What follows belongs to an exercise in optimizing a design on an open flow for small area and a short achievable clock period; a production flow would make more cautious choices. Where RTL was checked, it was by simulation tests only, not by an equivalence proof against the original. Function not checked in runs 1 to 3: the RTL went through the layout flow alone. The flow treats the clock pin as an ideal source, which a real chip does not have. No activity file was given, so power comes from the tool's default toggle rates.

--- design/flow/config.mk ---
export PLATFORM = sky130hd
export DESIGN_NAME = execute
export DESIGN_NICKNAME = execute
export VERILOG_FILES = /design/flow/design.v
export SDC_FILE = /design/flow/constraint.sdc
export NUM_CORES = 4
export LEC_CHECK = 0
export CAP_MARGIN = 20
export CORE_MARGIN = 2
export CORE_UTILIZATION = 40
export GPL_TIMING_DRIVEN = 0
export SETUP_SLACK_MARGIN = 1.2
export SLEW_MARGIN = 20
--- design/flow/constraint.sdc ---
create_clock -name core_clock -period 3.6 [get_ports {clk}]
set_input_delay 0.7200 -clock core_clock [delete_from_list [all_inputs] [get_ports {clk}]]
set_output_delay 0.7200 -clock core_clock [all_outputs]
set_load 0.01 [all_outputs]
--- design/flow/design.v ---
`timescale 1ns / 1ps
module execute(
    input clk,
    input [1:0] ctlwb_in, ctlm_in,
    input [31:0] npc, rdata1, rdata2, s_extend,
    input [4:0] instr_2016, instr_1511,
    input [1:0] alu_op,
    input [5:0] funct,
    input alusrc, regdst,
    output reg [1:0] ctlwb_out, ctlm_out,
    output reg [31:0] adder_out, alu_result_out, rdata2_out,
    output reg [4:0] muxout_out
);
    wire rtype    = (alu_op == 2'b10);
    wire f_add    = rtype & (funct == 6'b100000);
    wire f_sub    = rtype & (funct == 6'b100010);
    wire op_and   = rtype & (funct == 6'b100100);
    wire op_or    = rtype & (funct == 6'b100101);
    wire op_slt   = rtype & (funct == 6'b101010);
    wire op_arith = (alu_op == 2'b00) | (alu_op == 2'b01) | f_add | f_sub;
    wire sub      = (alu_op == 2'b01) | f_sub | op_slt;
    wire [31:0] ax = rdata1 ^ {32{sub}};
    wire [31:0] b  = alusrc ? s_extend : rdata2;
    wire [31:0] ag = ax & b;
    wire [31:0] at = ax | b;
    wire [31:0] ah = ax ^ b;
    reg [31:0] g, t;
    integer i, j;
    always @(*) begin
        g = ag;
        t = at;
        for (i = 0; i < 5; i = i + 1)
            for (j = 31; j >= (1 << i); j = j - 1) begin
                g[j] = g[j] | (t[j] & g[j - (1 << i)]);
                t[j] = t[j] & t[j - (1 << i)];
            end
    end
    wire [31:0] c  = {g[30:0], 1'b0};
    wire        lt = g[31];
    wire [31:0] hs  = ah ^ {32{sub}};
    wire [31:0] lg  = ({32{op_and}} & ag) | ({32{op_or}} & at);
    wire [31:0] r0  = ({32{op_arith}} & hs) | lg;
    wire [31:0] r1  = ({32{op_arith}} & ~hs) | lg;
    wire [31:0] alu_result = (c & r1) | (~c & r0) | {31'b0, op_slt & lt};
    wire [31:0] bg0 = npc & s_extend;
    wire [31:0] bp0 = npc ^ s_extend;
    reg  [31:0] bg, bp;
    integer l, k;
    always @(*) begin
        bg = bg0;
        bp = bp0;
        for (l = 0; l < 5; l = l + 1)
            for (k = (2 << l) - 1; k < 32; k = k + (2 << l)) begin
                bg[k] = bg[k] | (bp[k] & bg[k - (1 << l)]);
                bp[k] = bp[k] & bp[k - (1 << l)];
            end
        for (l = 3; l >= 0; l = l - 1)
            for (k = (3 << l) - 1; k < 32; k = k + (2 << l)) begin
                bg[k] = bg[k] | (bp[k] & bg[k - (1 << l)]);
                bp[k] = bp[k] & bp[k - (1 << l)];
            end
    end
    wire [31:0] branch = bp0 ^ {bg[30:0], 1'b0};
    always @(posedge clk) begin
        ctlwb_out      <= ctlwb_in;
        ctlm_out       <= ctlm_in;
        adder_out      <= branch;
        alu_result_out <= alu_result;
        rdata2_out     <= rdata2;
        muxout_out     <= regdst ? instr_1511 : instr_2016;
    end
endmodule
--- design/flow/flow/run.sh ---
#!/bin/bash
# The standard layout (standard.sh) with: synthesis through flow/synth.tcl
# (ABC mapping script flow/abc.script, no full/half-adder cell extraction),
# and plain buf_1 cells as the port buffers.
set -euo pipefail
cd "$(dirname "$0")/.."
export MY_ABC_SCRIPT=$PWD/flow/abc.script
bash standard.sh SYNTH_SCRIPT=$PWD/flow/synth.tcl ADDER_MAP_FILE= BUFFER_PORTS_ARGS="-buffer_cell sky130_fd_sc_hd__buf_1"  finish > standard.log 2>&1
--- design/flow/flow/abc.script ---
strash
dch -f
map -D 1600
topo
buffer -c
upsize -c
dnsize -c
--- design/flow/flow/synth.tcl ---
# The standard synthesis (synth_recipe.tcl), with ABC's mapping script
# replaced by flow/abc.script (delay-driven mapping).
proc synth {args} { yosys synth -nofsm -noshare {*}$args }
proc abc {args} {
  set i [lsearch $args -script]
  if {$i >= 0} { lset args [expr {$i+1}] $::env(MY_ABC_SCRIPT) }
  yosys abc {*}$args
}
source $::env(SCRIPTS_DIR)/synth.tcl
# left out here: clear keep_hierarchy, flatten, clean up, hide names made inside functions, write 1_2_yosys.v
--- design/flow/standard.sh ---
#!/bin/bash
# synth_recipe.tcl (not shown) runs the flow's synth.tcl, then flattens the netlist and writes it again
# the make line also repeats each setting of config.mk as NAME=value (left out here)
make -C /OpenROAD-flow-scripts/flow DESIGN_CONFIG=/design/flow/config.mk WORK_HOME=/design/flow/orfs CLKGATE_MAP_FILE= SYNTH_SCRIPT=/design/flow/synth_recipe.tcl "${@:-finish}"
==> flow_summary.json, run 1 <==
{
  "grt.overflow.total": 0,
  "grt_antenna_before_repair": 0,
  "worst_slew_pin_slew_ps": 790,
  "synth_cell_types": 62,
  "place_hpwl_um": 22900,
  "vdd.ir_drop.worst_uv": 247,
  "synthToLayoutAreaGrowth_pct": 62.5,
  "seqCellArea_mm2": 0.00210,
  "worst-setup-path-type": "input port to flip-flop",
  "crit_arrival_ps": 3160,
  "worstPathRequired_ps": 3850,
  "drive_above_1_share": 0.347,
  "grt_pass1_wl_um": 46100,
  "synth_ff_type": "dfxtp_1",
  "numCtsBuffers": 9,
  "endpoint_kind": "flip-flop",
  "cp_max_fo": 8,
  "setup_violations": 0,
  "rows": 50,
  "power_density_mw_per_mm2": 373,
  "grt_max_degree": 21,
  "setup_ws_ps": 696,
  "yosysTopAreaCellShare": 0.271,
  "cts.sinks": 105,
  "die_y_um": 143,
  "drc": 0,
  "antenna_cells": 0,
  "syn_inst": 1190,
  "relSlewSlack": 0.474,
  "period_minus_slack_ps": 2900,
  "gp_congestion": 0.974,
  "fin_crit_sh": 0.807,
  "total_power_mw": 4.70,
  "clk_path_buf_depth": 2,
  "cts_tree": "done",
  "holdCritStartpoint": "ctlm_in[1]",
  "mappedNetlistArea_mm2": 0.00775,
  "yosysMostFrequentCell": "nand2_1",
  "fin_area_mm2": 0.0126,
  "ys_warn_count": 1,
  "synthArstFlopShare": 0,
  "core_region_area_mm2": 0.0188,
  "vias": 9656,
  "grt_usage": 0.293,
  "first_pass_iters": 5,
  "cts.htree.levels": 3,
  "hold_viol": 0,
  "post-place-ws_ps": -80.4,
  "routed_wl_um": 32400,
  "cts.clk_slew.worst_paths_ps": 80,
  "p_leak_nw": 5.48,
  "cts-root-buf": "clkbuf_16",
  "post_drt_wl_per_cell_um": 17.8,
  "die-width_um": 143,
  "yosys.area.top_type": "dfxtp_1",
  "rsz0062_at_grt": "yes",
  "synth_common_cells": "nand2_1 (279), inv_1 (137), nor2_1 (130), dfxtp_1 (105), o21ai_0 (79)",
  "hold_depth": 1,
  "hp-class": "input port to flip-flop",
  "maxCapViolations": 0,
  "nets": 1711,
  "ant_nets": 0,
  "worst_setup_path_start_kind": "input port",
  "synthTopCellsByArea": "dfxtp_1 (27%), nand2_1 (14%), xor2_1 (7.0%)",
  "io_pins": 258,
  "portBuffers": 256,
  "grt_pass1_vias": 9058,
  "synth_edf_count": 0,
  "fmax_ghz": 0.344,
  "routed_via_density": 5.30,
  "place_area_mm2": 0.00932,
  "placed_cells": 1706,
  "seq_area_frac_synth": 0.271,
  "fin_cells": 1823,
  "run_status": "finished clean",
  "fillers": 1658,
  "floorplan.initialDensity": 0.411,
  "holdWs_ps": 438,
  "initialDrtViolationCount": 685,
  "multiInputGateArea_mm2": 0.00703,
  "dieArea_mm2": 0.0205,
  "ys_ff_latch": 105,
  "hold_buffers": 0,
  "syn_nets": 1343,
  "hold_end": "ctlm_out[1]",
  "syn_area_per_cell_um2": 6.51,
  "drv_slew": 0
}
==> cells by family after synthesis <==
group / synth area share
simple gates: 0.315
xor+xnor: 0.0901
mux: 0.0102
compound gates: 0.226
buf+inv: 0.0880
flops: 0.271
==> metrics by stage <==
step,setup TNS [ps],util
6_report,0,0.669
5_1_grt,0,0.669
4_1_cts,0,0.618
3_5_place_dp,-186,0.495
3_3_place_gp,-190,0.495
2_1_floorplan,0,-
==> power by group <==
group          internal, mW  leakage, nW  switching [mW]  total (mW)
Sequential             1.33        0.883          0.0448        1.37
Clock                 0.560        0.156           0.532        1.09
Combinational         0.871         4.44            1.36        2.23
Total                  2.76         5.48            1.94        4.70
==> area by class of cell <==
cell class              count  area share
well taps                 260      0.0258
flip-flops and latches    105       0.167
inverters                 142      0.0441
repair buffers            356       0.161
multi-input cells         920       0.558
plain buffers              24      0.0182
clock buffers               9      0.0179
clock inverters             7     0.00775
==> state kept, by name, summed over array words and instances (netlist names) <==
register,count
rdata2_out,32
ctlwb_out,2
muxout_out,5
ctlm_out,2
adder_out,32
alu_result_out,32
==> worst max-delay path, stage by stage <==
cell     delay (ps)
buf_8            80
inv_6            30
nor2_4          100
nand3_2          70
or3b_4          410
nand3_4          90
buf_12          180
buf_16          140
buf_6           100
nand2_4          60
nand3_4         150
nand2_4         100
nor4_4          320
nand2_2         130
a31o_1          240
a31o_1          240
==> what timing repair did <==
action	in CTS	in global routing
buffers inserted	68	28
setup endpoints to repair	37	44
gates cloned	5	0
pin swaps	104	128
resized for setup	326	180
==> how the worst max path moves through the flow <==
stage               startpoint            endpoint  slack [ps]
floorplan             funct[4]  alu_result_out[13]         900
global placement      funct[5]  alu_result_out[27]        -100
detailed placement      alusrc  alu_result_out[28]         -80
CTS                   funct[5]  alu_result_out[28]         710
global route          funct[5]  alu_result_out[18]         620
finish                funct[5]  alu_result_out[12]         700
==> per-layer routing <==
layer  share of wire  vias to the layer above  track usage
met4           0.036                        0        0.121
met2            0.47                      466        0.493
met1            0.41                     4446        0.363
met3           0.083                       87       0.0614
met5               0                        -            0
li1                -                     4657            -
==> cell usage in the layout (no fill, tap or decap), types with 21 or more instances in the layout <==
cell and instances:
o21ai_1 35, buf_1 247, nor2_1 87, a21oi_4 25, nand2_4 43, dfxtp_1 105, a21oi_2 30, o21ai_0 40
buf_4 63, nand2_1 179, inv_1 122, xor2_1 56, nand3_4 21, nand2_2 72, nor2_4 27, a21oi_1 28
nand3_2 24, buf_6 25
==> inputs of run 2 (changes only) <==
--- a/design/flow/design.v
+++ b/design/flow/design.v
@@ -31,8 +31,9 @@
         t = at;
         for (i = 0; i < 5; i = i + 1)
-            for (j = 31; j >= (1 << i); j = j - 1) begin
-                g[j] = g[j] | (t[j] & g[j - (1 << i)]);
-                t[j] = t[j] & t[j - (1 << i)];
-            end
+            for (j = 0; j < 32; j = j + 1)
+                if (j[i]) begin
+                    g[j] = g[j] | (t[j] & g[((j >> i) << i) - 1]);
+                    t[j] = t[j] & t[((j >> i) << i) - 1];
+                end
     end
     wire [31:0] c  = {g[30:0], 1'b0};
--- a/design/flow/config.mk
+++ b/design/flow/config.mk
@@ -12,2 +12,3 @@
 export SETUP_SLACK_MARGIN = 1.2
 export SLEW_MARGIN = 20
+export TNS_END_PERCENT = 0
==> run 2 against run 1 <==
  * Largest cell class unchanged
  * Synthesized cell count down 17%
  * Critical endpoint is now alu_result_out[22]
  * Count of clock-buffer cells in the layout up 1
  * Setup slack worse by 18 ps
  * Via count down 24%
  * Design area down 29%
  * Die area down 12%
  * Power down 21%
==> flow_summary.json, run 2 <==
{
  "synth_edf_count": 0,
  "setup_violations": 0,
  "syn_nets": 1137,
  "path_common_cell": "nand2_1",
  "grt_max_degree": 20,
  "holdCritStartpoint": "ctlwb_in[0]",
  "cp_max_fo": 10,
  "grt_antenna_before_repair": 0,
  "hold_viol": 0,
  "synth_cell_types": 54,
  "portBuffers": 257,
  "vias": 7326,
  "initialDrtViolationCount": 358,
  "seq_area_frac_synth": 0.310,
  "worstPathRequired_ps": 3880,
  "maxCapViolations": 0,
  "max_stage_delay_ps": 240,
  "first_pass_iters": 5,
  "crit_arrival_ps": 3200,
  "grt.overflow.total": 0,
  "synthToLayoutAreaGrowth_pct": 32.1,
  "dieArea_mm2": 0.0180,
  "mostFrequentLayoutCell": "buf_1",
  "final_cell_mix": "buf_1 (257), nand2_1 (169), inv_1 (113), nor2_1 (109), dfxtp_1 (105)",
  "rsz0062_at_grt": "yes",
  "final.setup.tns_ps": 0,
  "cts_tree": "done",
  "fin_crit_sh": 0.812,
  "worst_slew_pin_slew_ps": 822,
  "worst_setup_path_start_kind": "input port",
  "die_y_um": 134,
  "gp_congestion": 0.897,
  "hold_depth": 1,
  "top_regs": "adder_out x32, alu_result_out x32, rdata2_out x32",
  "fmax_ghz": 0.342,
  "syn_inst": 984,
  "cts-root-buf": "clkbuf_16",
  "worst-setup-path-type": "input port to flip-flop",
  "setup_ws_ps": 678,
  "core_region_area_mm2": 0.0166,
  "rows": 47,
  "die-width_um": 134,
  "yosysMostFrequentCell": "nand2_1",
  "grt_pass1_vias": 6569,
  "nets": 1432,
  "drive_above_1_share": 0.143,
  "total_power_mw": 3.71,
  "period_minus_slack_ps": 2920,
  "drc": 0,
  "mappedNetlistArea_mm2": 0.00678,
  "run_status": "finished clean",
  "synth_common_cells": "nand2_1 (181), inv_1 (115), nor2_1 (113), dfxtp_1 (105), o21ai_0 (77)",
  "hold_end": "ctlwb_out[0]",
  "synthTopCellsByArea": "dfxtp_1 (31%), nand2_1 (10%), xor2_1 (8.7%)",
  "routed_via_density": 4.87,
  "grt_pass1_wl_um": 32500,
  "yosys.area.top_type": "dfxtp_1",
  "path_cells": "buf_1 > inv_1 > nand2_2 > nor3_4 > nand4_1 > nand3_4 > buf_12 > inv_2 > buf_8 > nand2_2 > nand2_1 > nand2_1 > inv_1 > nand2_1 > nand3_4 > o21ai_4 > buf_6 > nand2_8 > a21boi_4 > o21ai_2 > o21ai_2",
  "ys_ff_latch": 105,
  "yosysTopAreaCellShare": 0.310,
  "synthArstFlopShare": 0,
  "place_hpwl_um": 16200,
  "p_leak_nw": 3.95,
  "cts.htree.levels": 3,
  "syn_area_per_cell_um2": 6.89,
  "cp_slowest_cell": "o21ai_4",
  "cts.clk_slew.worst_paths_ps": 80,
  "floorplan.initialDensity": 0.409,
  "post_drt_wl_per_cell_um": 14.4,
  "endpoint_kind": "flip-flop",
  "io_pins": 258,
  "cts.sinks": 105,
  "ys_warn_count": 1,
  "antenna_cells": 0,
  "post-place-ws_ps": 140,
  "routed_wl_um": 21600,
  "numCtsBuffers": 9,
  "ant_nets": 0,
  "synth_ff_type": "dfxtp_1",
  "hp-class": "input port to flip-flop",
  "relSlewSlack": 0.450,
  "clk_path_buf_depth": 2,
  "drv_slew": 0,
  "grt_usage": 0.228,
  "power_density_mw_per_mm2": 414,
  "vdd.ir_drop.worst_uv": 254
}
## run 2: cell count changes after synthesis, sizes merged, moves of 7 or more
cell   previous run  this run
o22ai            16         8
nor2            132       119
nand2           299       188
o21ai           105        98
a22oi            13         6
nand3            62        30
inv             140       118
xnor2            16        25
## run 2: stage by stage
step,area (um^2),util,hold WS (ps),std cells
floorplan,6780,-,748,984
global placement,8020,0.484,812,1461
detailed placement,8020,0.484,813,1461
CTS,8450,0.510,430,1483
global route,8950,0.540,442,1504
finish,8950,0.540,446,1504
## run 2: metal layers
layer	vias to the layer above	share of wire	global-route usage
met3	28	0.048	0.0302
met2	214	0.47	0.376
met4	0	0.018	0.0731
met5	-	0	0
li1	3794	-	-
met1	3290	0.46	0.310
## run 2: what timing repair did
action                     4_1_cts  5_1_grt
gates resized for setup         24       89
setup endpoints to repair       46       46
gates cloned                     0        2
setup buffers                    6       19
pin swaps                        6       30
hold buffers                     0        0
## run 2: worst max-delay path: cells and delay by family
family / cells / cell delay, ps
buffers and inverters: 7 / 750
and+or+nand+nor: 10 / 1110
AOI/OAI and AO/OA: 4 / 600
## run 2: report_power, final
group          switching [mW]  total [mW]  internal (mW)
Sequential             0.0411        1.37           1.33
Combinational           0.837        1.35          0.511
Clock                   0.501       0.989          0.488
Total                    1.38        3.71           2.33
## run 2: worst max path at each step
stage | start | end | slack [ps] | cells after the start
finish | funct[4] | alu_result_out[22] | 680 | 21
global route | funct[4] | alu_result_out[0] | 540 | 18
CTS | funct[1] | alu_result_out[13] | 740 | 18
detailed placement | s_extend[0] | adder_out[31] | 140 | 15
global placement | s_extend[0] | adder_out[31] | 170 | 15
floorplan | funct[4] | alu_result_out[27] | 880 | 16
## run 2: cells by family (layout without fill, tap and decap cells)
family	after synthesis	count (layout)	synth area share
buffers and inverters	143	442	0.0858
muxes	11	11	0.0183
AOI/OAI and AO/OA	244	244	0.215
and+or+nand+nor	388	389	0.249
DFF	105	105	0.310
xor gates and xnor gates	93	93	0.121
## run 2: area by class of cell
type / instances / area [um^2]
fillers: 1665 / 7630
multi-input cells: 737 / 4480
flip-flops and latches: 105 / 2100
repair buffers: 283 / 1180
inverters: 119 / 447
well taps: 220 / 275
clock buffers: 10 / 229
plain buffers: 24 / 185
clock inverters: 6 / 56.3
==> inputs of run 3 (changes only) <==
--- a/design/flow/design.v
+++ b/design/flow/design.v
@@ -19,5 +19,5 @@
     wire op_slt   = rtype & (funct == 6'b101010);
     wire op_arith = (alu_op == 2'b00) | (alu_op == 2'b01) | f_add | f_sub;
-    wire sub      = (alu_op == 2'b01) | f_sub | op_slt;
+    wire sub      = alu_op[0] | (alu_op[1] & funct[1]);
     wire [31:0] ax = rdata1 ^ {32{sub}};
     wire [31:0] b  = alusrc ? s_extend : rdata2;
==> run 3 against run 2 <==
  * Setup slack better by 340 ps
  * Sequential share of layout area up 0.95 points
  * Power increased by 1.6%
  * Final cell count is 3.9% lower
  * First-iteration DRC count up 2.0%
  * Area after synthesis decreased by 2.5%
  * Combinational power is essentially flat
  * Sequential cell count unchanged
  * Count of clock-buffer cells in the layout decreased by 1
  * Sequential power about the same
==> flow_summary.json, run 3 <==
{
  "core_region_area_mm2": 0.0160,
  "swShare": 0.360,
  "vdd.ir_drop.worst_uv": 268,
  "initialDrtViolationCount": 365,
  "seq_area_frac_synth": 0.318,
  "seqCellArea_mm2": 0.00210,
  "mostFrequentLayoutCell": "buf_1",
  "antenna_cells": 0,
  "fmax_ghz": 0.388,
  "worst-setup-path-type": "input port to flip-flop",
  "synthToLayoutAreaGrowth_pct": 30.3,
  "power_density_mw_per_mm2": 438,
  "synthTopCellsByArea": "dfxtp_1 (32%), nand2_1 (9.9%), xor2_1 (8.7%)",
  "drv_slew": 0,
  "yosys.area.top_type": "dfxtp_1",
  "grt_usage": 0.228,
  "gp_congestion": 0.882,
  "syn_area_per_cell_um2": 7.05,
  "period_minus_slack_ps": 2580,
  "p_leak_nw": 3.90,
  "grt_pass1_vias": 6314,
  "endpoint_kind": "flip-flop",
  "cts.sinks": 105,
  "grt_max_degree": 21,
  "die_y_um": 133,
  "mappedNetlistArea_mm2": 0.00661,
  "top_regs": "adder_out x32, alu_result_out x32, rdata2_out x32",
  "drive_above_1_share": 0.113,
  "cp_slowest_cell": "bufbuf_16",
  "fillers": 1679,
  "yosysTopAreaCellShare": 0.318,
  "worst_setup_path_start_kind": "input port",
  "worstPathRequired_ps": 3890,
  "hp-class": "input port to flip-flop",
  "run_status": "finished clean",
  "ys_ff_latch": 105,
  "relSlewSlack": 0.585,
  "p_int_mw": 2.41,
  "yosysMostFrequentCell": "nand2_1",
  "routed_via_density": 4.78,
  "power_frac_seq": 0.366,
  "hold_buffers": 0,
  "p_clk_frac": 0.283,
  "syn_inst": 938,
  "final_cell_mix": "buf_1 (254), nand2_1 (174), nor2_1 (137), dfxtp_1 (105), inv_1 (100)",
  "fin_cells": 1446,
  "synth_cell_types": 65,
  "io_pins": 258,
  "worst_slew_pin_slew_ps": 622,
  "fin_crit_sh": 0.716,
  "ant_nets": 0,
  "dieArea_mm2": 0.0176,
  "placed_cells": 1410,
  "drc": 0,
  "post_drt_wl_per_cell_um": 14.2,
  "synth_ff_type": "dfxtp_1",
  "portBuffers": 256,
  "nets": 1378,
  "path_delay_family": "simple AND/OR/NAND/NOR gates",
  "max_stage_delay_ps": 280,
  "rows": 46,
  "setup_violations": 0,
  "path_buf_inv": 4,
  "first_pass_iters": 5,
  "p_comb_frac": 0.351,
  "power_switching_mw": 1.36,
  "ys_warn_count": 1,
  "cts-root-buf": "clkbuf_16",
  "maxCapViolations": 0,
  "grt_antenna_before_repair": 0,
  "floorplan.initialDensity": 0.413,
  "grt.overflow.total": 0,
  "rsz0062_at_grt": "yes",
  "crit_end": "alu_result_out[25]",
  "cts.clk_slew.worst_paths_ps": 80,
  "cp_max_fo": 7,
  "path_common_cell": "nand2_8",
  "vias": 6911,
  "crit_arrival_ps": 2860,
  "synth_edf_count": 0,
  "worst-path-stages": 16,
  "grt_pass1_wl_um": 31700,
  "numCtsBuffers": 9,
  "clk_path_buf_depth": 2,
  "routed_wl_um": 20600,
  "cts.htree.levels": 3,
  "die-width_um": 133,
  "cts_tree": "done",
  "synth_common_cells": "nand2_1 (175), nor2_1 (149), dfxtp_1 (105), inv_1 (100), xor2_1 (66)",
  "multiInputGateArea_mm2": 0.00413,
  "syn_nets": 1091,
  "synthArstFlopShare": 0,
  "path_cells": "buf_8 > nand2_8 > nand2_8 > bufbuf_16 > xor2_2 > nor2_1 > inv_1 > nand3_1 > nor2_2 > or2_4 > nand4_2 > nand2_4 > buf_4 > a31oi_1 > nand2_1 > o21ai_1",
  "hold_viol": 0,
  "place_hpwl_um": 16100,
  "final.setup.tns_ps": 0,
  "crit_start": "funct[1]"
}
## run 3: changes by cell type after synthesis, sizes merged, moves of 11 or more
cell,change
or2,-12
a21oi,-39
inv,-11
nor2,+34
o21ai,-25
nand3,-21
## run 3: how the worst min path moves through the flow
| stage | from | end | slack (ps) | cells after the start |
|---|---|---|---|---|
| floorplan | ctlm_in[0] | ctlm_out[0] | 750 | 0 |
| global placement | ctlm_in[1] | ctlm_out[1] | 810 | 1 |
| detailed placement | ctlwb_in[1] | ctlwb_out[1] | 810 | 1 |
| CTS | ctlwb_in[1] | ctlwb_out[1] | 430 | 1 |
| global route | ctlwb_in[1] | ctlwb_out[1] | 430 | 1 |
| finish | ctlwb_in[1] | ctlwb_out[1] | 450 | 1 |
## run 3: cell type report
cell class,count,area share
inverters,109,0.0483
well taps,216,0.0314
plain buffers,21,0.0219
repair buffers,276,0.137
clock buffers,9,0.0262
multi-input cells,703,0.480
flip-flops and latches,105,0.244
clock inverters,7,0.0113
## run 3: kinds of logic after synthesis
logic type | Yosys count | share of synthesized area
and+or+nand+nor | 391 | 0.250
AOI/OAI and AO/OA | 205 | 0.200
buffers and inverters | 130 | 0.0822
DFF | 105 | 0.318
xor gates and xnor gates | 93 | 0.127
muxes | 14 | 0.0235
## run 3: repair_timing
| action | in CTS | in global routing |
|---|---|---|
| buffers inserted | 15 | 4 |
| gates cloned | 1 | 0 |
| setup endpoints to repair | 45 | 40 |
| pin swaps | 12 | 7 |
| gates resized for setup | 44 | 18 |
## run 3: power groups by stage
stage | registers, mW | clock network [mW] | logic (mW)
2_1_floorplan | 1.50 | 0 | 0.749
3_3_place_gp | 1.41 | 0 | 1.22
3_5_place_dp | 1.41 | 0 | 1.22
4_1_cts | 1.38 | 1.10 | 1.30
5_1_grt | 1.40 | 1.15 | 1.47
6_report | 1.38 | 1.07 | 1.32
## run 3: routing by layer
metal  GRT usage  vias up  wire (um)
met2       0.384      234       9370
met4      0.0723        0        403
li1            -     3622          -
met3      0.0517       25       1510
met5           0        -          0
met1       0.289     3030       9290
## run 3: metrics by stage
| stage | hold slack, ps | instance area, um^2 | total power, mW | util | setup slack (ps) |
|---|---|---|---|---|---|
| 6_report | 445 | 8610 | 3.77 | 0.538 | 1020 |
| 5_1_grt | 427 | 8610 | 4.01 | 0.538 | 881 |
| 4_1_cts | 432 | 8520 | 3.78 | 0.532 | 1060 |
| 3_5_place_dp | 813 | 7930 | 2.63 | 0.495 | 31.5 |
| 3_3_place_gp | 813 | 7930 | 2.62 | 0.495 | 37.2 |
| 2_1_floorplan | 748 | 6700 | 2.25 | - | 1030 |
==> inputs of run 4 (changes only) <==
--- a/design/flow/design.v
+++ b/design/flow/design.v
@@ -31,9 +31,13 @@
         t = at;
         for (i = 0; i < 5; i = i + 1)
-            for (j = 0; j < 32; j = j + 1)
-                if (j[i]) begin
-                    g[j] = g[j] | (t[j] & g[((j >> i) << i) - 1]);
-                    t[j] = t[j] & t[((j >> i) << i) - 1];
-                end
+            for (j = (2 << i) - 1; j < 32; j = j + (2 << i)) begin
+                g[j] = g[j] | (t[j] & g[j - (1 << i)]);
+                t[j] = t[j] & t[j - (1 << i)];
+            end
+        for (i = 3; i >= 0; i = i - 1)
+            for (j = (3 << i) - 1; j < 32; j = j + (2 << i)) begin
+                g[j] = g[j] | (t[j] & g[j - (1 << i)]);
+                t[j] = t[j] & t[j - (1 << i)];
+            end
     end
     wire [31:0] c  = {g[30:0], 1'b0};
--- a/design/flow/config.mk
+++ b/design/flow/config.mk
@@ -10,5 +10,5 @@
 export CORE_UTILIZATION = 40
 export GPL_TIMING_DRIVEN = 0
-export SETUP_SLACK_MARGIN = 1.2
+export SETUP_SLACK_MARGIN = 1.6
 export SLEW_MARGIN = 20
 export TNS_END_PERCENT = 0
==> run 4 against run 3 <==
  * Still clean
  * Global-route usage is 1.0 points lower
  * Critical path depth stayed put
  * Synthesized cell count is 7.2% lower
  * Sequential cell count stayed put
  * Count of clock-buffer cells in the layout is 2 higher
  * Final cell count is 5.0% lower
  * Power is 3.9% lower
  * Area after synthesis is 3.4% lower
  * Die area is 3.3% lower
  * Worst hold slack better by 4.9 ps
  * Highest routed layer unchanged
==> flow_summary.json, run 4 <==
{
  "run_status": "finished clean",
  "seq_area_frac_synth": 0.329,
  "nets": 1304,
  "relSlewSlack": 0.506,
  "syn_nets": 1023,
  "fillers": 1622,
  "cts-root-buf": "clkbuf_16",
  "synthToLayoutAreaGrowth_pct": 30.5,
  "worst_slew_pin_slew_ps": 741,
  "vias": 6489,
  "syn_inst": 870,
  "clk_path_buf_depth": 2,
  "ant_nets": 0,
  "place_hpwl_um": 14500,
  "top_regs": "adder_out x32, alu_result_out x32, rdata2_out x32",
  "rows": 46,
  "cts.sinks": 105,
  "cts.htree.levels": 3,
  "mappedNetlistArea_mm2": 0.00639,
  "syn_area_per_cell_um2": 7.34,
  "ys_ff_latch": 105,
  "die-width_um": 130,
  "floorplan.initialDensity": 0.405,
  "routed_wl_um": 18800,
  "rsz0062_at_grt": "yes",
  "numCtsBuffers": 9,
  "mostFrequentLayoutCell": "buf_1",
  "ys_warn_count": 1,
  "drc": 0,
  "drv_slew": 0,
  "synth_edf_count": 0,
  "crit_arrival_ps": 2820,
  "final_cell_mix": "buf_1 (254), nand2_1 (151), dfxtp_1 (105), inv_1 (101), nor2_1 (99)",
  "postLayoutCoreUtil": 0.529,
  "synthTopCellsByArea": "dfxtp_1 (33%), xor2_1 (11%), nand2_1 (9.2%)",
  "yosys.area.top_type": "dfxtp_1",
  "cp_max_fo": 6,
  "die_y_um": 130,
  "maxCapViolations": 0,
  "power_density_mw_per_mm2": 434,
  "cts.clk_slew.worst_paths_ps": 70,
  "final.setup.tns_ps": 0,
  "p_leak_nw": 3.71,
  "portBuffers": 256,
  "drive_above_1_share": 0.117,
  "synth_ff_type": "dfxtp_1",
  "initialDrtViolationCount": 270,
  "period_minus_slack_ps": 2630,
  "core_region_area_mm2": 0.0158,
  "endpoint_kind": "flip-flop",
  "synth_cell_types": 59,
  "post_drt_wl_per_cell_um": 13.7,
  "gp_congestion": 0.845,
  "worstPathRequired_ps": 3790,
  "worst-setup-path-type": "input port to flip-flop",
  "setup_violations": 0,
  "fin_cells": 1373,
  "yosysTopAreaCellShare": 0.329,
  "first_pass_iters": 5,
  "hold_viol": 0,
  "grt_antenna_before_repair": 0,
  "crit_start": "funct[1]",
  "synth_common_cells": "nand2_1 (157), nor2_1 (108), dfxtp_1 (105), inv_1 (101), xor2_1 (80)",
  "hp-class": "input port to flip-flop",
  "grt_pass1_wl_um": 28800,
  "worst_setup_path_start_kind": "input port",
  "grt.overflow.total": 0,
  "grt_usage": 0.218,
  "cts_tree": "done",
  "vdd.ir_drop.worst_uv": 237,
  "routed_via_density": 4.73,
  "fin_crit_sh": 0.731,
  "crit_end": "alu_result_out[28]",
  "fmax_ghz": 0.380,
  "dieArea_mm2": 0.0170,
  "grt_pass1_vias": 5994,
  "synthArstFlopShare": 0,
  "placed_cells": 1342,
  "grt_max_degree": 19,
  "io_pins": 258,
  "yosysMostFrequentCell": "nand2_1"
}
-- run 4: per-stage QoR --
step	setup WS (ps)	total power [mW]	area, um^2	hold WS (ps)
2_1_floorplan	1020	2.20	6390	748
3_3_place_gp	368	2.55	7620	811
3_5_place_dp	349	2.56	7620	816
4_1_cts	986	3.62	8170	438
5_1_grt	816	3.87	8330	437
6_report	969	3.62	8340	450
-- run 4: cell families (layout without fill, tap and decap cells) --
| group | Yosys count | in the layout | share of synthesized area |
|---|---|---|---|
| buf+inv | 121 | 407 | 0.0797 |
| flops | 105 | 105 | 0.329 |
| other cells | 0 | 1 | 0 |
| simple gates | 326 | 326 | 0.214 |
| mux | 22 | 22 | 0.0370 |
| compound gates | 183 | 183 | 0.182 |
| xor+xnor | 113 | 113 | 0.158 |
-- run 4: layer usage --
metal  GRT usage  share of wire  vias to the layer above  routed length (um)
met5           0              0                        -                   0
li1            -              -                     3389                   -
met1       0.260           0.43                     2864                8020
met2       0.391           0.49                      221                9210
met4      0.0701          0.012                        0                 218
met3      0.0443          0.074                       15                1390
-- run 4: critical path, stage by stage --
cell and delay [ps]:
buf_8 100, a21oi_4 150, buf_12 150, buf_12 140
xor2_2 60, or2_1 270, o21ai_2 180, nand3_1 120
nand3_2 130, o21bai_4 90, a21boi_4 230, o21bai_4 80
nand2_2 100, a21oi_2 60, o21ai_1 100, o221ai_1 130
-- run 4: what timing repair did --
action / 4_1_cts / 5_1_grt
hold buffers: 0 / 0
cloned: 1 / 0
pin swaps: 16 / 18
gates resized for setup: 35 / 35
buffers inserted: 9 / 4
endpoints found under the setup margin: 51 / 54
-- run 4: layout make-up --
class	count	area (um^2)	share of cell area
Sequential cell	105	2100	0.252
Multi-Input combinational cell	644	4020	0.482
Buffer	17	136	0.0164
Tap cell	216	270	0.0324
Timing Repair Buffer	270	1130	0.135
Inverter	104	390	0.0468
Antenna cell	1	2.50	0.000300
Clock buffer	11	243	0.0291
Clock inverter	5	43.8	0.00525
-- run 4: worst min-delay path by stage --
stage	start	endpoint	slack (ps)	cells past startpoint
2_1_floorplan	ctlm_in[0]	ctlm_out[0]	750	0
3_5_place_dp	ctlm_in[0]	ctlm_out[0]	820	1
6_report	ctlm_in[1]	ctlm_out[1]	450	1
5_1_grt	ctlm_in[1]	ctlm_out[1]	440	1
4_1_cts	ctlm_in[1]	ctlm_out[1]	440	1
3_3_place_gp	ctlm_in[0]	ctlm_out[0]	810	1
-- run 4: where the power goes --
group	internal [mW]	switching, mW
Combinational	0.492	0.769
Sequential	1.34	0.0461
Clock	0.500	0.479
Total	2.33	1.29
==> inputs of run 5 (changes only) <==
--- a/design/flow/config.mk
+++ b/design/flow/config.mk
@@ -8,7 +8,8 @@
 export CAP_MARGIN = 20
 export CORE_MARGIN = 2
-export CORE_UTILIZATION = 40
+export CORE_UTILIZATION = 60
 export GPL_TIMING_DRIVEN = 0
-export SETUP_SLACK_MARGIN = 1.6
+export PLACE_DENSITY = 0.8
+export SETUP_SLACK_MARGIN = 1.2
 export SLEW_MARGIN = 20
 export TNS_END_PERCENT = 0
==> run 5 against run 4 <==
  * Worst hold slack worse by 18 ps
  * Final cell count is 5.3% lower
  * Critical path depth stayed put
  * Critical endpoint is now alu_result_out[20]
  * Sequential power hardly changed
  * Largest power group unchanged
  * Highest routed layer unchanged
  * Still clean
==> flow_summary.json, run 5 <==
{
  "holdWs_ps": 433,
  "yosysTopAreaCellShare": 0.329,
  "yosys.area.top_type": "dfxtp_1",
  "worst_setup_path_start_kind": "input port",
  "rsz0062_at_grt": "yes",
  "clk_path_buf_depth": 2,
  "yosysMostFrequentCell": "nand2_1",
  "syn_nets": 1023,
  "synth_cell_types": 59,
  "path_cells": "buf_2 > a21oi_4 > buf_12 > buf_12 > xor2_1 > nand2_1 > nand2_1 > nor2_2 > buf_4 > a21oi_2 > o21a_1 > nor2_2 > nor2_2 > a21oi_1 > o21ai_1 > o221ai_1",
  "worst_slew_pin_slew_ps": 669,
  "final.setup.tns_ps": 0,
  "path_common_cell": "nor2_2",
  "die-width_um": 107,
  "drive_above_1_share": 0.120,
  "routed_wl_um": 19200,
  "grt_pass1_wl_um": 29400,
  "cts_tree": "done",
  "first_pass_iters": 5,
  "ant_nets": 0,
  "synthAdderAreaFrac": 0,
  "endpoint_kind": "flip-flop",
  "hold_buffers": 0,
  "synth_xor_area_frac": 0.158,
  "initialDrtViolationCount": 397,
  "place_hpwl_um": 13800,
  "nets": 1312,
  "fmax_ghz": 0.368,
  "p_leak_nw": 3.71,
  "cts.sinks": 105,
  "routed_via_density": 5.28,
  "floorplan.initialDensity": 0.619,
  "ys_ff_latch": 105,
  "setup_violations": 0,
  "cts.clk_slew.worst_paths_ps": 100,
  "core_region_area_mm2": 0.0103,
  "drv_slew": 0,
  "power_density_mw_per_mm2": 434,
  "crit_arrival_ps": 2940,
  "worst-setup-path-type": "input port to flip-flop",
  "grt.overflow.total": 0,
  "mappedNetlistArea_mm2": 0.00639,
  "synth-simple-area-share": 0.214,
  "post-place-ws_ps": 431,
  "cts-root-buf": "clkbuf_8",
  "gp_congestion": 0.921,
  "multiInputGateArea_mm2": 0.00402,
  "dieArea_mm2": 0.0115,
  "synthToLayoutAreaGrowth_pct": 28.6,
  "syn_inst": 870,
  "synthTopCellsByArea": "dfxtp_1 (33%), xor2_1 (11%), nand2_1 (9.2%)",
  "hp-class": "input port to flip-flop",
  "cp_slowest_cell": "o21a_1",
  "mostFrequentLayoutCell": "buf_1",
  "grt_antenna_before_repair": 2,
  "synth_top_family_by_area": "simple AND/OR/NAND/NOR gates",
  "ys_warn_count": 1,
  "synth_mux_area_frac": 0.0370,
  "grt_max_degree": 16,
  "fin_crit_sh": 0.756,
  "vias": 6870,
  "grt_pass1_vias": 6510,
  "fin_area_mm2": 0.00822,
  "final_cell_mix": "buf_1 (254), nand2_1 (152), dfxtp_1 (105), inv_1 (101), nor2_1 (100)",
  "max_stage_delay_ps": 210,
  "synth_common_cells": "nand2_1 (157), nor2_1 (108), dfxtp_1 (105), inv_1 (101), xor2_1 (80)",
  "rows": 37,
  "cts.htree.levels": 3,
  "die_y_um": 107,
  "relSlewSlack": 0.554,
  "io_pins": 258,
  "run_status": "finished clean",
  "fillers": 798,
  "syn_area_per_cell_um2": 7.34,
  "synth_edf_count": 0,
  "period_minus_slack_ps": 2720,
  "hold_depth": 1,
  "synth_ff_type": "dfxtp_1",
  "worstPathRequired_ps": 3820,
  "setup_ws_ps": 879,
  "seq_area_frac_synth": 0.329,
  "maxCapViolations": 0,
  "numCtsBuffers": 9,
  "synth-compound-area-share": 0.182,
  "synthArstFlopShare": 0,
  "vdd.ir_drop.worst_uv": 236,
  "top_regs": "adder_out x32, alu_result_out x32, rdata2_out x32",
  "drc": 0,
  "hold_viol": 0,
  "cp_max_fo": 10,
  "grt_usage": 0.325,
  "post_drt_wl_per_cell_um": 14.8,
  "place_area_mm2": 0.00752,
  "portBuffers": 256,
  "seqCellArea_mm2": 0.00210
}
## run 5: cell counts after synthesis
Identical to the previous run, type by type.
## run 5: cell families after synthesis
kind of cell / Yosys count
buffers and inverters: 121
muxes: 22
AOI/OAI and AO/OA: 183
and+or+nand+nor: 326
DFF: 105
xor gates and xnor gates: 113
## run 5: path summary, 6_finish.rpt
check              startpoint                 end  slack, ps
setup / recovery    alu_op[1]  alu_result_out[20]        880
hold / removal    ctlwb_in[1]        ctlwb_out[1]        430
## run 5: where the power goes
part,leakage (nW),switching (mW),internal [mW]
clock,0.115,0.410,0.474
combinational,2.71,0.794,0.506
sequential,0.883,0.0453,1.34
total,3.71,1.25,2.32
## run 5: what timing repair did
action / in CTS / in global routing
cloned: 1 / 0
hold endpoints to repair: 0 / 0
endpoints found under the setup margin: 39 / 43
gates resized for setup: 53 / 8
buffers inserted: 15 / 6
pin swaps: 20 / 5
## run 5: layer usage
layer  global-route usage  routed length [um]
met5                    0                   0
met4                0.170                 886
met3               0.0742                1720
met2                0.578                9280
met1                0.360                7310
## run 5: worst max-delay path: cells and delay by family
| kind | cells | cell delay [ps] |
|---|---|---|
| AO/OA/AOI/OAI | 6 | 960 |
| buffers and inverters | 4 | 560 |
| AND/OR/NAND/NOR | 5 | 520 |
| XOR/XNOR | 1 | 190 |
## run 5: area by class of cell
type                    count  share of cell area
multi-input cells         644               0.489
flip-flops and latches    105               0.256
repair buffers            278               0.141
inverters                 104              0.0475
well taps                 136              0.0207
clock buffers              11              0.0172
plain buffers              17              0.0166
clock inverters             3              0.0110
diodes                      2            0.000609
## run 5: per-stage QoR
step                power [mW]   util  instances
finish                    3.56  0.796       1300
global route              3.75  0.796       1299
CTS                       3.51  0.788       1292
detailed placement        2.55  0.729       1262
global placement          2.53  0.729       1262
floorplan                 2.20      -        870
==> inputs of run 6 (changes only) <==
--- a/design/flow/config.mk
+++ b/design/flow/config.mk
@@ -8,7 +8,7 @@
 export CAP_MARGIN = 20
 export CORE_MARGIN = 2
-export CORE_UTILIZATION = 60
+export CORE_UTILIZATION = 40
+export CTS_BUF_LIST = sky130_fd_sc_hd__clkbuf_4 sky130_fd_sc_hd__clkbuf_8
 export GPL_TIMING_DRIVEN = 0
-export PLACE_DENSITY = 0.8
 export SETUP_SLACK_MARGIN = 1.2
 export SLEW_MARGIN = 20
==> run 6 against run 5 <==
  * Global-route usage is 11 points lower
  * Fmax is 3.7% higher
  * Still clean on timing, DRC and antenna
  * Synthesized cell count stayed put
  * Critical endpoint is now alu_result_out[14]
  * Design area is 0.72% higher
  * Sequential power hardly changed
  * Combinational power hardly changed
  * Utilization is 27 points lower
  * Critical path depth stayed put
==> flow_summary.json, run 6 <==
{
  "place_area_mm2": 0.00762,
  "synth_xor_area_frac": 0.158,
  "final_cell_mix": "buf_1 (254), nand2_1 (151), dfxtp_1 (105), inv_1 (101), nor2_1 (100)",
  "power_frac_seq": 0.407,
  "portBuffers": 256,
  "synthAdderAreaFrac": 0,
  "place_hpwl_um": 14500,
  "worstPathRequired_ps": 3850,
  "drive_above_1_share": 0.122,
  "grt_antenna_before_repair": 0,
  "crit_arrival_ps": 2880,
  "rsz0062_at_grt": "yes",
  "period_minus_slack_ps": 2620,
  "swShare": 0.374,
  "fin_area_mm2": 0.00827,
  "yosys.area.top_type": "dfxtp_1",
  "final.setup.tns_ps": 0,
  "post_drt_wl_per_cell_um": 13.6,
  "cp_slowest_cell": "or2_1",
  "worst_slew_pin_slew_ps": 700,
  "fmax_ghz": 0.381,
  "p_comb_frac": 0.374,
  "gp_congestion": 0.845,
  "synthArstFlopShare": 0,
  "synthTopCellsByArea": "dfxtp_1 (33%), xor2_1 (11%), nand2_1 (9.2%)",
  "hp-class": "input port to flip-flop",
  "core_region_area_mm2": 0.0158,
  "cts.htree.levels": 3,
  "cts-root-buf": "clkbuf_8",
  "die-width_um": 130,
  "synth_cell_types": 59,
  "initialDrtViolationCount": 286,
  "vdd.ir_drop.worst_uv": 226,
  "hold_buffers": 0,
  "io_pins": 258,
  "synth_top_family_by_area": "simple AND/OR/NAND/NOR gates",
  "fin_crit_sh": 0.729,
  "grt_pass1_wl_um": 29000,
  "power_switching_mw": 1.27,
  "path_cells": "buf_2 > a21oi_4 > buf_12 > buf_16 > xnor2_2 > or2_1 > nand4_1 > a21oi_4 > buf_4 > nor2_4 > buf_4 > inv_2 > a21o_1 > a21oi_2 > xor2_1 > o21ai_1",
  "crit_start": "alu_op[1]",
  "run_status": "finished clean",
  "drv_slew": 0,
  "routed_wl_um": 18800,
  "holdCritStartpoint": "ctlm_in[1]",
  "first_pass_iters": 5,
  "numCtsBuffers": 9,
  "p_clk_frac": 0.218,
  "path_buf_inv": 6,
  "synthToLayoutAreaGrowth_pct": 29.5,
  "synth_ff_type": "dfxtp_1",
  "rows": 46,
  "syn_nets": 1023,
  "synth-compound-area-share": 0.182,
  "path_delay_family": "buffers and inverters",
  "setup_violations": 0,
  "routed_via_density": 4.73,
  "yosysMostFrequentCell": "nand2_1",
  "mostFrequentLayoutCell": "buf_1",
  "p_leak_nw": 3.68,
  "mappedNetlistArea_mm2": 0.00639,
  "antenna_cells": 0,
  "nets": 1308,
  "endpoint_kind": "flip-flop",
  "cp_max_fo": 6,
  "vias": 6506,
  "max_stage_delay_ps": 280,
  "ys_warn_count": 1,
  "worst_setup_path_start_kind": "input port",
  "p_int_mw": 2.12,
  "floorplan.initialDensity": 0.405,
  "clk_path_buf_depth": 2,
  "drc": 0,
  "maxCapViolations": 0,
  "cts.sinks": 105,
  "grt_usage": 0.219,
  "die_y_um": 130,
  "seq_area_frac_synth": 0.329,
  "grt.overflow.total": 0,
  "power_density_mw_per_mm2": 410,
  "relSlewSlack": 0.534,
  "synth_mux_area_frac": 0.0370,
  "dieArea_mm2": 0.0170,
  "ant_nets": 0,
  "grt_pass1_vias": 6047,
  "grt_max_degree": 19,
  "ys_ff_latch": 105,
  "syn_area_per_cell_um2": 7.34,
  "hold_viol": 0,
  "yosysTopAreaCellShare": 0.329,
  "synth_edf_count": 0,
  "synth-simple-area-share": 0.214,
  "top_regs": "adder_out x32, alu_result_out x32, rdata2_out x32",
  "syn_inst": 870,
  "synth_common_cells": "nand2_1 (157), nor2_1 (108), dfxtp_1 (105), inv_1 (101), xor2_1 (80)",
  "cts_tree": "done",
  "cts.clk_slew.worst_paths_ps": 100,
  "worst-setup-path-type": "input port to flip-flop"
}
[run 6: cell counts after synthesis]
Identical to the previous run, type by type.
[run 6: layout make-up]
| class | instances | area [um^2] |
|---|---|---|
| plain buffers | 17 | 136 |
| clock buffers | 11 | 145 |
| clock inverters | 5 | 43.8 |
| fillers | 1634 | 7500 |
| inverters | 104 | 390 |
| multi-input cells | 644 | 4050 |
| flip-flops and latches | 105 | 2100 |
| well taps | 216 | 270 |
| repair buffers | 274 | 1140 |
[run 6: final timing paths]
| path | slack (ps) | cells past startpoint | endpoint |
|---|---|---|---|
| min | 410 | 1 | ctlm_out[1] |
| max | 980 | 16 | alu_result_out[14] |
[run 6: cell families (layout without fill, tap and decap cells)]
group	count (synthesis)	in the layout
AND/OR/NAND/NOR	326	326
AO/OA/AOI/OAI	183	183
buffers and inverters	121	411
XOR/XNOR	113	113
flip-flops	105	105
multiplexers	22	22
[run 6: power by group through the flow]
| stage | sequential, mW | clock, mW | combinational (mW) |
|---|---|---|---|
| floorplan | 1.50 | 0 | 0.696 |
| global placement | 1.41 | 0 | 1.14 |
| detailed placement | 1.41 | 0 | 1.15 |
| CTS | 1.38 | 0.766 | 1.25 |
| global route | 1.40 | 0.811 | 1.42 |
| finish | 1.38 | 0.740 | 1.27 |
[run 6: timing repair]
| action | 4_1_cts | 5_1_grt |
|---|---|---|
| setup buffers | 15 | 2 |
| pin swaps | 21 | 9 |
| gates cloned | 1 | 0 |
| setup endpoints to repair | 40 | 42 |
| resized for setup | 52 | 14 |
[run 6: per-layer routing]
| metal | wire [um] | track usage |
|---|---|---|
| met2 | 9030 | 0.394 |
| met3 | 1270 | 0.0443 |
| met5 | 0 | 0 |
| met4 | 324 | 0.0682 |
| met1 | 8150 | 0.263 |
[run 6: per-stage QoR]
step / hold WS, ps / worst slack [ps] / power [mW] / util / std cells
after floorplan: 748 / 1020 / 2.20 / - / 870
after global placement: 811 / 368 / 2.55 / 0.483 / 1342
after detailed placement: 816 / 349 / 2.56 / 0.483 / 1342
after CTS: 397 / 1030 / 3.40 / 0.520 / 1374
after global routing: 392 / 823 / 3.63 / 0.525 / 1376
final: 413 / 976 / 3.39 / 0.525 / 1376
==> inputs of run 7 (changes only) <==
--- a/design/flow/config.mk
+++ b/design/flow/config.mk
@@ -9,5 +9,4 @@
 export CORE_MARGIN = 2
 export CORE_UTILIZATION = 40
-export CTS_BUF_LIST = sky130_fd_sc_hd__clkbuf_4 sky130_fd_sc_hd__clkbuf_8
 export GPL_TIMING_DRIVEN = 0
 export SETUP_SLACK_MARGIN = 1.2
==> run 7 against run 6 <==
  * Still clean on timing, DRC and antenna
  * First-iteration DRC count decreased by 5.6%
  * Worst hold slack improved by 37 ps
  * Count of clock-buffer cells in the layout did not move
  * Non-clock buffer count down 4
  * Die area stayed put
  * Power rose by 6.8%
  * Routed wire length increased by 0.34%
  * Final cell count shrank 0.22%
  * Critical path type unchanged
  * Critical endpoint is now alu_result_out[28]
  * Largest power group unchanged
==> flow_summary.json, run 7 <==
{
  "run_status": "finished clean",
  "seq_area_frac_synth": 0.329,
  "final.setup.tns_ps": 0,
  "synthArstFlopShare": 0,
  "synth_common_cells": "nand2_1 (157), nor2_1 (108), dfxtp_1 (105), inv_1 (101), xor2_1 (80)",
  "crit_end": "alu_result_out[28]",
  "cts-root-buf": "clkbuf_16",
  "worst-setup-path-type": "input port to flip-flop",
  "ant_nets": 0,
  "hp-class": "input port to flip-flop",
  "nets": 1304,
  "mappedNetlistArea_mm2": 0.00639,
  "drc": 0,
  "rows": 46,
  "synth_edf_count": 0,
  "p_leak_nw": 3.71,
  "grt_max_degree": 19,
  "die-width_um": 130,
  "grt_pass1_vias": 5994,
  "worst_setup_path_start_kind": "input port",
  "rsz0062_at_grt": "yes",
  "maxCapViolations": 0,
  "core_region_area_mm2": 0.0158,
  "post-place-ws_ps": 349,
  "cp_max_fo": 6,
  "worst_slew_pin_slew_ps": 741,
  "hold_depth": 1,
  "clk_path_buf_depth": 2,
  "worstPathRequired_ps": 3790,
  "syn_area_per_cell_um2": 7.34,
  "drv_slew": 0,
  "routed_via_density": 4.73,
  "post_drt_wl_per_cell_um": 13.7,
  "vdd.ir_drop.worst_uv": 237,
  "final_cell_mix": "buf_1 (254), nand2_1 (151), dfxtp_1 (105), inv_1 (101), nor2_1 (99)",
  "total_power_mw": 3.62,
  "seqCellArea_mm2": 0.00210,
  "cts.clk_slew.worst_paths_ps": 70,
  "fin_crit_sh": 0.731,
  "crit_start": "funct[1]",
  "vias": 6489,
  "drive_above_1_share": 0.117,
  "setup_ws_ps": 969,
  "met1_length_um": 8020,
  "ys_warn_count": 1,
  "fmax_ghz": 0.380,
  "top_regs": "adder_out x32, alu_result_out x32, rdata2_out x32",
  "yosys.area.top_type": "dfxtp_1",
  "crit_arrival_ps": 2820,
  "wl_met2_um": 9210,
  "synthTopCellsByArea": "dfxtp_1 (33%), xor2_1 (11%), nand2_1 (9.2%)",
  "fin_cells": 1373,
  "floorplan.initialDensity": 0.405,
  "yosysMostFrequentCell": "nand2_1",
  "dieArea_mm2": 0.0170,
  "first_pass_iters": 5,
  "cts_tree": "done",
  "place_hpwl_um": 14500,
  "holdWs_ps": 450,
  "place_area_mm2": 0.00762,
  "portBuffers": 256,
  "mostFrequentLayoutCell": "buf_1",
  "multiInputGateArea_mm2": 0.00402,
  "io_pins": 258,
  "fin_area_mm2": 0.00834,
  "grt_usage": 0.218,
  "hold_viol": 0,
  "placed_cells": 1342,
  "postLayoutCoreUtil": 0.529,
  "numCtsBuffers": 9,
  "synth_cell_types": 59,
  "synth_ff_type": "dfxtp_1",
  "wl_met3_um": 1390,
  "setup_violations": 0,
  "gp_congestion": 0.845,
  "syn_inst": 870,
  "yosysTopAreaCellShare": 0.329,
  "relSlewSlack": 0.506,
  "syn_nets": 1023,
  "die_y_um": 130,
  "grt.overflow.total": 0,
  "power_density_mw_per_mm2": 434,
  "fillers": 1622,
  "initialDrtViolationCount": 270,
  "endpoint_kind": "flip-flop",
  "routed_wl_um": 18800,
  "period_minus_slack_ps": 2630,
  "ys_ff_latch": 105,
  "synthToLayoutAreaGrowth_pct": 30.5,
  "cts.sinks": 105,
  "cts.htree.levels": 3,
  "top_layer_used": "met4",
  "grt_antenna_before_repair": 0,
  "grt_pass1_wl_um": 28800
}
## run 7: cell counts after synthesis
No cell type changed its count.
## run 7: kinds of logic after synthesis
family | synth area share
XOR/XNOR | 0.158
AO/OA/AOI/OAI | 0.182
multiplexers | 0.0370
AND/OR/NAND/NOR | 0.214
buffers and inverters | 0.0797
flip-flops | 0.329
## run 7: area by class of cell
| class | instances | share of cell area |
|---|---|---|
| Antenna cell | 1 | 0.000300 |
| Buffer | 17 | 0.0164 |
| Clock buffer | 11 | 0.0291 |
| Clock inverter | 5 | 0.00525 |
| Inverter | 104 | 0.0468 |
| Multi-Input combinational cell | 644 | 0.482 |
| Sequential cell | 105 | 0.252 |
| Tap cell | 216 | 0.0324 |
| Timing Repair Buffer | 270 | 0.135 |
## run 7: layer usage
| metal | global-route usage | vias to the layer above |
|---|---|---|
| met4 | 0.0701 | 0 |
| met5 | 0 | - |
| met3 | 0.0443 | 15 |
| met2 | 0.391 | 221 |
| li1 | - | 3389 |
| met1 | 0.260 | 2864 |
## run 7: worst min path at each step
stage	start	end	slack, ps
2_1_floorplan	ctlm_in[0]	ctlm_out[0]	750
3_5_place_dp	ctlm_in[0]	ctlm_out[0]	820
5_1_grt	ctlm_in[1]	ctlm_out[1]	440
6_report	ctlm_in[1]	ctlm_out[1]	450
4_1_cts	ctlm_in[1]	ctlm_out[1]	440
3_3_place_gp	ctlm_in[0]	ctlm_out[0]	810
## run 7: worst max-delay path, stage by stage
cell,delay [ps]
buf_8,100
a21oi_4,150
buf_12,150
buf_12,140
xor2_2,60
or2_1,270
o21ai_2,180
nand3_1,120
nand3_2,130
o21bai_4,90
a21boi_4,230
o21bai_4,80
nand2_2,100
a21oi_2,60
o21ai_1,100
o221ai_1,130
## run 7: timing repair
item	in CTS	in global routing
endpoints found under the setup margin	40	42
gates resized for setup	35	35
gates cloned	1	0
pin swaps	16	18
hold buffers	0	0
buffers inserted	9	4
## run 7: power breakdown
part,switching (mW),internal (mW)
clock network,0.479,0.500
logic,0.769,0.492
registers,0.0461,1.34
==> inputs of run 8 (changes only) <==
==> design/flow/flow/run.sh (replaced) <==
#!/bin/bash
# The standard layout (standard.sh) with: synthesis through flow/synth.tcl
# (ABC mapping script flow/abc.script, no full/half-adder cell extraction),
# and plain buf_1 cells as the port buffers.
set -euo pipefail
cd "$(dirname "$0")/.."
export MY_ABC_SCRIPT=$PWD/flow/abc.script
bash standard.sh SYNTH_SCRIPT=$PWD/flow/synth.tcl ADDER_MAP_FILE= BUFFER_PORTS_ARGS="-buffer_cell sky130_fd_sc_hd__buf_1" POST_CTS_TCL=$PWD/flow/post_cts.tcl finish > standard.log 2>&1
==> design/flow/flow/post_cts.tcl (new file) <==
# Extra setup repair after CTS, without the footprint restriction, aimed at
# the worst path only.
estimate_parasitics -placement
repair_timing -setup -setup_margin 1.6 -repair_tns 0 -max_passes 200 -verbose
detailed_placement
check_placement -verbose
==> run 8 against run 7 <==
  * Largest power group unchanged
  * Combinational power about the same
  * Non-clock buffer count up 2
  * Still clean on timing, DRC and antenna
  * Largest cell class unchanged
  * Setup slack better by 21 ps
  * Count of clock-buffer cells in the layout unchanged
  * Synthesized cell count unchanged
  * Sequential share of layout area down 0.17 points
  * Design area up 0.69%
  * Critical path type unchanged
  * Sequential power about the same
==> flow_summary.json, run 8 <==
{
  "routed_via_density": 4.73,
  "routed_wl_um": 18800,
  "fillers": 1615,
  "cts.sinks": 105,
  "hold_viol": 0,
  "power_frac_seq": 0.381,
  "mostFrequentLayoutCell": "buf_1",
  "fmax_ghz": 0.383,
  "post_drt_wl_per_cell_um": 13.7,
  "worst_setup_path_start_kind": "input port",
  "multiInputGateArea_mm2": 0.00406,
  "vias": 6497,
  "drv_slew": 0,
  "crit_arrival_ps": 2860,
  "worst-setup-path-type": "input port to flip-flop",
  "post-place-ws_ps": 349,
  "cts_tree": "done",
  "maxCapViolations": 0,
  "grt.overflow.total": 0,
  "vdd.ir_drop.worst_uv": 234,
  "relSlewSlack": 0.524,
  "power_switching_mw": 1.29,
  "first_pass_iters": 5,
  "hold_end": "ctlm_out[1]",
  "p_clk_frac": 0.270,
  "rows": 46,
  "holdCritStartpoint": "ctlm_in[1]",
  "final_cell_mix": "buf_1 (254), nand2_1 (150), dfxtp_1 (105), inv_1 (101), nor2_1 (99)",
  "placed_cells": 1342,
  "postLayoutCoreUtil": 0.532,
  "run_status": "finished clean",
  "synth_edf_count": 0,
  "grt_pass1_vias": 6038,
  "synthToLayoutAreaGrowth_pct": 31.4,
  "final.setup.tns_ps": 0,
  "seqCellArea_mm2": 0.00210,
  "grt_max_degree": 19,
  "top_regs": "adder_out x32, alu_result_out x32, rdata2_out x32",
  "ant_nets": 0,
  "nets": 1306,
  "rsz0062_at_grt": "yes",
  "gp_congestion": 0.845,
  "synthTopCellsByArea": "dfxtp_1 (33%), xor2_1 (11%), nand2_1 (9.2%)",
  "fin_cells": 1375,
  "place_hpwl_um": 14500,
  "synth_ff_type": "dfxtp_1",
  "yosys.area.top_type": "dfxtp_1",
  "io_pins": 258,
  "floorplan.initialDensity": 0.405,
  "ys_warn_count": 1,
  "initialDrtViolationCount": 292,
  "hold_depth": 1,
  "yosysMostFrequentCell": "nand2_1",
  "grt_pass1_wl_um": 29100,
  "power_density_mw_per_mm2": 432,
  "yosysTopAreaCellShare": 0.329,
  "syn_inst": 870,
  "cts.clk_slew.worst_paths_ps": 70,
  "endpoint_kind": "flip-flop",
  "die-width_um": 130,
  "crit_start": "s_extend[9]",
  "p_int_mw": 2.33,
  "grt_usage": 0.220,
  "fin_crit_sh": 0.725,
  "p_comb_frac": 0.349,
  "cp_max_fo": 3,
  "synth_cell_types": 59,
  "synthArstFlopShare": 0,
  "hp-class": "input port to flip-flop",
  "syn_nets": 1023,
  "synth_common_cells": "nand2_1 (157), nor2_1 (108), dfxtp_1 (105), inv_1 (101), xor2_1 (80)",
  "ys_ff_latch": 105,
  "dieArea_mm2": 0.0170,
  "core_region_area_mm2": 0.0158,
  "setup_violations": 0,
  "period_minus_slack_ps": 2610,
  "seq_area_frac_synth": 0.329,
  "drc": 0,
  "syn_area_per_cell_um2": 7.34,
  "mappedNetlistArea_mm2": 0.00639,
  "drive_above_1_share": 0.121,
  "setup_ws_ps": 991,
  "portBuffers": 256,
  "total_power_mw": 3.63,
  "die_y_um": 130,
  "worst_slew_pin_slew_ps": 714,
  "p_leak_nw": 3.73,
  "swShare": 0.357,
  "worstPathRequired_ps": 3850,
  "grt_antenna_before_repair": 0
}
run 8: final cells by class:
| type | count | share of cell area |
|---|---|---|
| clock buffer | 11 | 0.0289 |
| tap | 216 | 0.0322 |
| buffer | 17 | 0.0167 |
| clock inverter | 5 | 0.00522 |
| inverter | 104 | 0.0465 |
| multi-input combinational | 644 | 0.483 |
| sequential | 105 | 0.250 |
| timing repair buffer | 272 | 0.136 |
| antenna | 1 | 0.000298 |
run 8: power by group through the flow:
stage | sequential [mW] | clock (mW) | combinational, mW
5_1_grt | 1.40 | 1.06 | 1.42
3_5_place_dp | 1.41 | 0 | 1.15
6_report | 1.38 | 0.979 | 1.27
3_3_place_gp | 1.41 | 0 | 1.14
2_1_floorplan | 1.50 | 0 | 0.696
run 8: logic make-up after synthesis:
kind of cell / after synthesis / share of synthesized area
AO/OA/AOI/OAI: 183 / 0.182
XOR/XNOR: 113 / 0.158
multiplexers: 22 / 0.0370
buffers and inverters: 121 / 0.0797
flip-flops: 105 / 0.329
AND/OR/NAND/NOR: 326 / 0.214
run 8: worst max path at each step:
stage,to,slack [ps],cells past startpoint
2_1_floorplan,alu_result_out[20],1020,13
3_3_place_gp,adder_out[31],370,16
3_5_place_dp,adder_out[31],350,16
5_1_grt,adder_out[31],840,15
6_report,adder_out[31],990,15
run 8: critical path, stage by stage:
cell	delay [ps]
buf_1	100
and2_1	180
a21oi_1	210
nor2_1	90
a31oi_2	170
nor2_1	100
a2111oi_4	270
o31ai_4	180
nand2_2	120
a21oi_2	70
nor2_2	160
nor2_1	80
o21a_1	190
o21ai_0	140
nand2_1	70
run 8: metal layers:
layer,wire length [um],global-route usage
met5,0,0
met4,303,0.0720
met3,1400,0.0463
met2,9080,0.395
met1,8040,0.263
run 8: stage by stage:
stage	cell area, um^2	hold WS, ps
3_5_place_dp	7620	816
2_1_floorplan	6390	748
3_3_place_gp	7620	811
6_report	8390	452
5_1_grt	8390	437
==> inputs of run 9 (changes only) <==
==> design/flow/flow/run.sh (replaced) <==
#!/bin/bash
# The standard layout (standard.sh) with: synthesis through flow/synth.tcl
# (ABC mapping script flow/abc.script, no full/half-adder cell extraction),
# and plain buf_1 cells as the port buffers.
set -euo pipefail
cd "$(dirname "$0")/.."
export MY_ABC_SCRIPT=$PWD/flow/abc.script
bash standard.sh SYNTH_SCRIPT=$PWD/flow/synth.tcl ADDER_MAP_FILE= BUFFER_PORTS_ARGS="-buffer_cell sky130_fd_sc_hd__buf_1" MATCH_CELL_FOOTPRINT=0 finish > standard.log 2>&1
==> design/flow/flow/abc.script (replaced) <==
strash
dch -f
map -D 1600
removed: design/flow/flow/post_cts.tcl
==> run 9 against run 8 <==
  * Worst hold slack improved by 3.4 ps
  * Sequential cell count did not move
  * Combinational power rose by 6%
  * Non-clock buffer count rose by 23
  * Power rose by 0.95%
  * Fmax fell by 2.3%
  * Area after synthesis fell by 3.8%
  * Critical path type unchanged
  * Largest power group unchanged
  * Highest routed layer unchanged
==> flow_summary.json, run 9 <==
{
  "worstPathRequired_ps": 3830,
  "synth_common_cells": "nand2_1 (160), nor2_1 (113), dfxtp_1 (105), clkinv_1 (104), xor2_1 (83)",
  "fin_area_mm2": 0.00875,
  "crit_start": "funct[1]",
  "synthTopCellsByArea": "dfxtp_1 (34%), xor2_1 (12%), nand2_1 (9.8%)",
  "gp_congestion": 0.786,
  "holdWs_ps": 455,
  "grt.overflow.total": 0,
  "worst_setup_path_start_kind": "input port",
  "crit_end": "alu_result_out[0]",
  "first_pass_iters": 4,
  "met1_length_um": 7320,
  "wl_met3_um": 1330,
  "mostFrequentLayoutCell": "buf_1",
  "hold_buffers": 0,
  "p_leak_nw": 3.52,
  "endpoint_kind": "flip-flop",
  "setup_ws_ps": 928,
  "top_layer_used": "met4",
  "final.setup.tns_ps": 0,
  "grt_max_degree": 25,
  "place_hpwl_um": 13400,
  "floorplan.initialDensity": 0.407,
  "ant_nets": 0,
  "synthArstFlopShare": 0,
  "ys_warn_count": 1,
  "grt_pass1_wl_um": 27600,
  "fin_cells": 1369,
  "place_area_mm2": 0.00755,
  "setup_violations": 0,
  "vdd.ir_drop.worst_uv": 340,
  "routed_wl_um": 17500,
  "portBuffers": 257,
  "synth_edf_count": 0,
  "wl_met2_um": 8710,
  "synthToLayoutAreaGrowth_pct": 42.4,
  "cts-root-buf": "clkbuf_16",
  "period_minus_slack_ps": 2670,
  "routed_via_density": 4.75,
  "power_density_mw_per_mm2": 418,
  "die_y_um": 128,
  "grt_usage": 0.211,
  "hold_viol": 0,
  "cp_max_fo": 8,
  "antenna_cells": 0,
  "top_regs": "adder_out x32, alu_result_out x32, rdata2_out x32",
  "mappedNetlistArea_mm2": 0.00614,
  "rows": 45,
  "yosysMostFrequentCell": "nand2_1",
  "synth_cell_types": 33,
  "drive_above_1_share": 0.169,
  "worst-setup-path-type": "input port to flip-flop",
  "hp-class": "input port to flip-flop",
  "worst_slew_pin_slew_ps": 556,
  "syn_inst": 853,
  "synth_ff_type": "dfxtp_1",
  "grt_antenna_before_repair": 0,
  "final_cell_mix": "buf_1 (253), nand2_1 (141), dfxtp_1 (105), clkinv_1 (98), nor2_1 (97)",
  "nets": 1329,
  "crit_arrival_ps": 2900,
  "core_region_area_mm2": 0.0151,
  "initialDrtViolationCount": 204,
  "maxCapViolations": 0,
  "yosys.area.top_type": "dfxtp_1",
  "yosysTopAreaCellShare": 0.342,
  "drc": 0,
  "io_pins": 258,
  "fin_crit_sh": 0.742,
  "grt_pass1_vias": 6054,
  "vias": 6503,
  "placed_cells": 1306,
  "cts.htree.levels": 3,
  "post_drt_wl_per_cell_um": 12.8,
  "syn_area_per_cell_um2": 7.20,
  "cts.clk_slew.worst_paths_ps": 70,
  "drv_slew": 0,
  "die-width_um": 128,
  "ys_ff_latch": 105,
  "relSlewSlack": 0.630,
  "dieArea_mm2": 0.0164,
  "rsz0062_at_grt": "yes",
  "post-place-ws_ps": -632,
  "run_status": "finished clean",
  "syn_nets": 1006,
  "numCtsBuffers": 9,
  "fillers": 1509,
  "seq_area_frac_synth": 0.342,
  "clk_path_buf_depth": 2,
  "cts.sinks": 105,
  "fmax_ghz": 0.374,
  "cts_tree": "done"
}
-- run 9: cell count changes in the layout (fill, tap and decap cells not counted), sizes merged --
cell	delta
inv	-100
clkinv	+99
buf	+26
clkbuf	-5
clkinvlp	+3
diode	-1
nand2b	-1
or2b	+1
-- run 9: timing repair --
action,4_1_cts,5_1_grt
pin swaps,28,30
setup buffers,36,8
gates cloned,3,0
gates resized for setup,83,61
endpoints found under the setup margin,51,42
endpoints found under the hold margin,0,0
-- run 9: kinds of logic after synthesis --
group,count (synthesis),share of synthesized area
flops,105,0.342
xor+xnor,113,0.161
simple gates,326,0.219
mux,22,0.0385
buf+inv,104,0.0635
compound gates,183,0.176
-- run 9: final cells by class --
type                    instances  area, um^2  area share
multi-input cells             644        4160       0.476
repair buffers                312        1570       0.180
clock inverters                 7        55.1     0.00629
flip-flops and latches        105        2100       0.240
clock buffers                   9         225      0.0257
inverters                     104         394      0.0451
well taps                     188         235      0.0269
-- run 9: worst min path at each step --
stage	startpoint	end	slack, ps	depth (start not counted)
floorplan	ctlm_in[0]	ctlm_out[0]	750	0
global placement	ctlm_in[0]	ctlm_out[0]	810	1
detailed placement	ctlwb_in[1]	ctlwb_out[1]	820	1
CTS	ctlwb_in[1]	ctlwb_out[1]	440	1
global route	ctlm_in[1]	ctlm_out[1]	440	1
finish	ctlwb_in[1]	ctlwb_out[1]	450	1
-- run 9: layer usage --
layer,up-vias,GRT usage
met2,189,0.385
met3,13,0.0576
met5,-,0
li1,3436,-
met4,0,0.0582
met1,2865,0.243
-- run 9: metrics by stage --
step                      total power, mW  utilization
after floorplan                      2.14            -
after global placement               2.49        0.488
after detailed placement             2.52        0.501
after CTS                            3.62        0.558
after global routing                 3.92        0.580
final                                3.66        0.580
-- run 9: critical path, cell delays in order --
cell and delay [ps]:
buf_6 100, a21oi_4 170, clkbuf_16 200, buf_16 140
clkbuf_16 140, buf_4 110, xor2_2 160, nand2_2 100
nand2_2 110, nor3_4 50, buf_4 120, buf_4 120
buf_4 120, buf_4 120, buf_4 130, a31oi_2 190
o21ai_0 90
-- run 9: power breakdown --
part	switching [mW]	total, mW	internal [mW]
logic	0.777	1.34	0.560
registers	0.0429	1.38	1.34
clock network	0.469	0.945	0.476
